What follows belongs to an exercise in optimizing a design on an open flow for small area, a short achievable clock period and few clock cycles per item; a production flow would make more cautious choices. In this exercise RTL edits were held to simulation tests only and were not proved equivalent to the original.

// CONV
module CONV(
    input             clk,
    input             reset,
    output reg        busy,
    input             ready,
    output reg [11:0] iaddr,
    input      [19:0] idata,
    output reg        cwr,
    output reg [11:0] caddr_wr,
    output reg [19:0] cdata_wr,
    output reg        crd,
    output reg [11:0] caddr_rd,
    input      [19:0] cdata_rd,
    output     [2:0]  csel
  );
reg        s_pre, w_pre;
reg  [3:0] s_b, w_b;
reg  [6:0] s_j, w_j;
reg  [3:0] s_ph, w_ph;
reg        s_run, w_run;
localparam MACLAT = 2;    
reg  [MACLAT+2:0] w_dly;
wire s_last = (s_ph == 4'd9);
always @(posedge clk or posedge reset) begin
  if (reset) begin
    s_pre <= 1'b1; s_b <= 4'd0; s_j <= 7'd0; s_ph <= 4'd0;
  end else if (s_run) begin
    s_ph <= s_last ? 4'd0 : s_ph + 4'd1;
    if (s_last) begin
      if (s_pre) s_pre <= 1'b0;
      else if (s_j == 7'd64) begin s_j <= 7'd0; s_b <= s_b + 4'd1; end
      else s_j <= s_j + 7'd1;
    end
  end
end
wire       w_last = (w_ph == 4'd9);
wire       w_step = w_run && w_last;
wire [3:0] wn_ph  = !w_run ? w_ph : (w_last ? 4'd0 : w_ph + 4'd1);
wire       wn_pre = w_step ? 1'b0 : w_pre;
wire [6:0] wn_j   = (w_step && !w_pre) ? ((w_j == 7'd64) ? 7'd0 : w_j + 7'd1) : w_j;
wire [3:0] wn_b   = (w_step && !w_pre && w_j == 7'd64) ? w_b + 4'd1 : w_b;
always @(posedge clk or posedge reset) begin
  if (reset) begin
  ...
export LEC_CHECK = 0
export ABC_CLOCK_PERIOD_IN_PS = 3000
export CAP_MARGIN = 20
export CORE_MARGIN = 2
export CORE_UTILIZATION = 65
export CTS_BUF_LIST = sky130_fd_sc_hd__clkbuf_4 sky130_fd_sc_hd__clkbuf_8
export CTS_CLUSTER_DIAMETER = 60
export CTS_CLUSTER_SIZE = 16
export PLACE_DENSITY = 0.75
export SLEW_MARGIN = 20
export SYNTH_HIERARCHICAL = 1
export SYNTH_MINIMUM_KEEP_SIZE = 0
create_clock -name core_clock -period 10.0 [get_ports {clk}]
standard.sh (not shown) runs the stock make flow with config.mk's settings and CLKGATE_MAP_FILE= SYNTH_SCRIPT=/design/flow/synth_recipe.tcl, a recipe that flattens the netlist after the stock synthesis.
==> flow/flow/run.sh <==
#!/bin/bash
# Layout: the standard flow (standard.sh), with these changes to how it is made:
#  - ports are buffered with buf_2 instead of the default weakest buffer;
#  - after placement, the shift register's tap flip-flops are upsized (upsize.tcl).
# Constraints (constraint.sdc, 10 ns clock) are unchanged.
set -euo pipefail
export BUFFER_PORTS_ARGS="-buffer_cell sky130_fd_sc_hd__buf_2"
export SETUP_SLACK_MARGIN=6.7
bash standard.sh synth floorplan place > standard_place.log 2>&1
RESULTS=orfs/results/sky130hd/CONV/base \
LIBERTY=$FLOW_HOME/platforms/sky130hd/lib/sky130_fd_sc_hd__tt_025C_1v80.lib \
  openroad -no_init -exit flow/upsize.tcl > upsize.log 2>&1
bash standard.sh > standard.log 2>&1
==> flow/flow/upsize.tcl <==
# Upsize the pixel shift register's tap flip-flops (the ones that feed the adder
# tree, fanout 6-9) from dfxtp_1 to dfxtp_2, then legalize. Runs on the placed
# design, before clock tree synthesis.
set results $::env(RESULTS)
read_db $results/3_place.odb
read_liberty $::env(LIBERTY)
set n 0
set m [[ord::get_db] findMaster sky130_fd_sc_hd__dfxtp_2]
foreach inst [[ord::get_db_block] getInsts] {
  set name [$inst getName]
  if {[regexp {^sr\\\[(0|1|2|10|11|12|20|21|22)\\\]} $name] &&
      [[$inst getMaster] getName] eq "sky130_fd_sc_hd__dfxtp_1"} {
    $inst swapMaster $m
    incr n
  }
}
puts "upsized $n tap flip-flops"
detailed_placement
check_placement
write_db $results/3_place.odb
Testbench counts at the start, summed over its fixed seeds: cycles 41,912, images 8.
Rerun with:
- CORE_UTILIZATION: 65 -> 80
- CTS_BUF_LIST: sky130_fd_sc_hd__clkbuf_4 sky130_fd_sc_hd__clkbuf_8 -> not set
- CTS_CLUSTER_DIAMETER: 60 -> 80
- CTS_CLUSTER_SIZE: 16 -> 24
- PLACE_DENSITY: 0.75 -> 0.86
Effect:
- This time the run failed in 5_1_grt with GRT-0232
- synthesized area is unchanged
- synthesized cell count does not change
Rerun with:
- CORE_UTILIZATION: 80 -> 65
- CTS_BUF_LIST: not set -> sky130_fd_sc_hd__clkbuf_8 sky130_fd_sc_hd__clkbuf_16
- PLACE_DENSITY: 0.86 -> 0.75
=> Now the flow finished with timing, DRC and antenna clean. Synthesized area does not change. Synthesized cell count stays the same.
Rerun with:
- CORE_UTILIZATION: 65 -> 72
- CTS_BUF_LIST: sky130_fd_sc_hd__clkbuf_8 sky130_fd_sc_hd__clkbuf_16 -> not set
- PLACE_DENSITY: 0.75 -> 0.8
The new run completed without violations.
Register-to-register slack got worse by 0.06 ns.
Routed wire length increases by about 5.6%.
Global-route usage goes up by 5.7 points.
Die area went down by about 10%.
Non-clock buffer count increases by 7.
Worst hold slack stays flat.
Fmax hardly moves.


Starting RTL as in the previous note.
Settings: LEC_CHECK=0, ABC_CLOCK_PERIOD_IN_PS=3000, CAP_MARGIN=20, CORE_MARGIN=2, CORE_UTILIZATION=65, CTS_CLUSTER_DIAMETER=80, CTS_CLUSTER_SIZE=24, PLACE_DENSITY=0.75, SLEW_MARGIN=20, SYNTH_HIERARCHICAL=1, SYNTH_MINIMUM_KEEP_SIZE=0; clock period 10.0 ns.
==> flow/flow/run.sh <==
#!/bin/bash
# Layout: the standard flow (standard.sh), with these changes to how it is made:
#  - ports are buffered with buf_2 instead of the default weakest buffer;
#  - after placement, the shift register's tap flip-flops are upsized (upsize.tcl).
# Constraints (constraint.sdc, 10 ns clock) are unchanged.
set -euo pipefail
export BUFFER_PORTS_ARGS="-buffer_cell sky130_fd_sc_hd__buf_2"
export SETUP_SLACK_MARGIN=7.0
bash standard.sh synth floorplan place > standard_place.log 2>&1
RESULTS=orfs/results/sky130hd/CONV/base \
LIBERTY=$FLOW_HOME/platforms/sky130hd/lib/sky130_fd_sc_hd__tt_025C_1v80.lib \
  openroad -no_init -exit flow/upsize.tcl > upsize.log 2>&1
bash standard.sh > standard.log 2>&1
Scripts as last shown in full above: flow/flow/upsize.tcl
The starting point went through all stages and came out clean.
Testbench counts at the start, summed over its fixed seeds: cycles 41,912, images 8.
Next try:
--- a/flow/flow/run.sh
+++ b/flow/flow/run.sh
@@ -7,3 +7,3 @@
 export BUFFER_PORTS_ARGS="-buffer_cell sky130_fd_sc_hd__buf_2"
-export SETUP_SLACK_MARGIN=7.0
+export SETUP_SLACK_MARGIN=6.7
 bash standard.sh synth floorplan place > standard_place.log 2>&1
ABC_CLOCK_PERIOD_IN_PS = 4500   (was 3000)
Result:
- non-clock buffer count is lower by 4
- clock skew goes up by 0.011 ns
- core utilization went down by 0.43 points

[port drivers added, routing unchanged]
No port has a modelled driver above. Below, the same layouts with a new extraction and two added sets of constraints. Step 1, drivers: a clkbuf_16 drives clk and a buf_2 each remaining input, both assumed. Step 2 also shifts input and output timing later by t, the mid clock arrival at the registers, as if the neighbouring blocks saw the same clock. a / b / c = ideal / step 1 / step 2; a / b = the first two.
run | shift t [ns] | setup slack, ns | hold slack, ns
the first run of note 1 | 0.787 | 6.753 / 6.692 / 6.863 | 0.292 / 0.292 / 0.292
the third run of note 1 | 0.724 | 6.836 / 6.767 / 6.897 | 0.320 / 0.320 / 0.320
the fourth run of note 1 | 0.693 | 6.828 / 6.764 / 6.844 | 0.319 / 0.319 / 0.319
the first run of note 2 | 0.720 | 6.838 / 6.768 / 7.003 | 0.317 / 0.317 / 0.317
the second run of note 2 | 0.722 | 6.834 / 6.765 / 6.878 | 0.320 / 0.320 / 0.320
After both steps setup and hold are still met in every run listed.
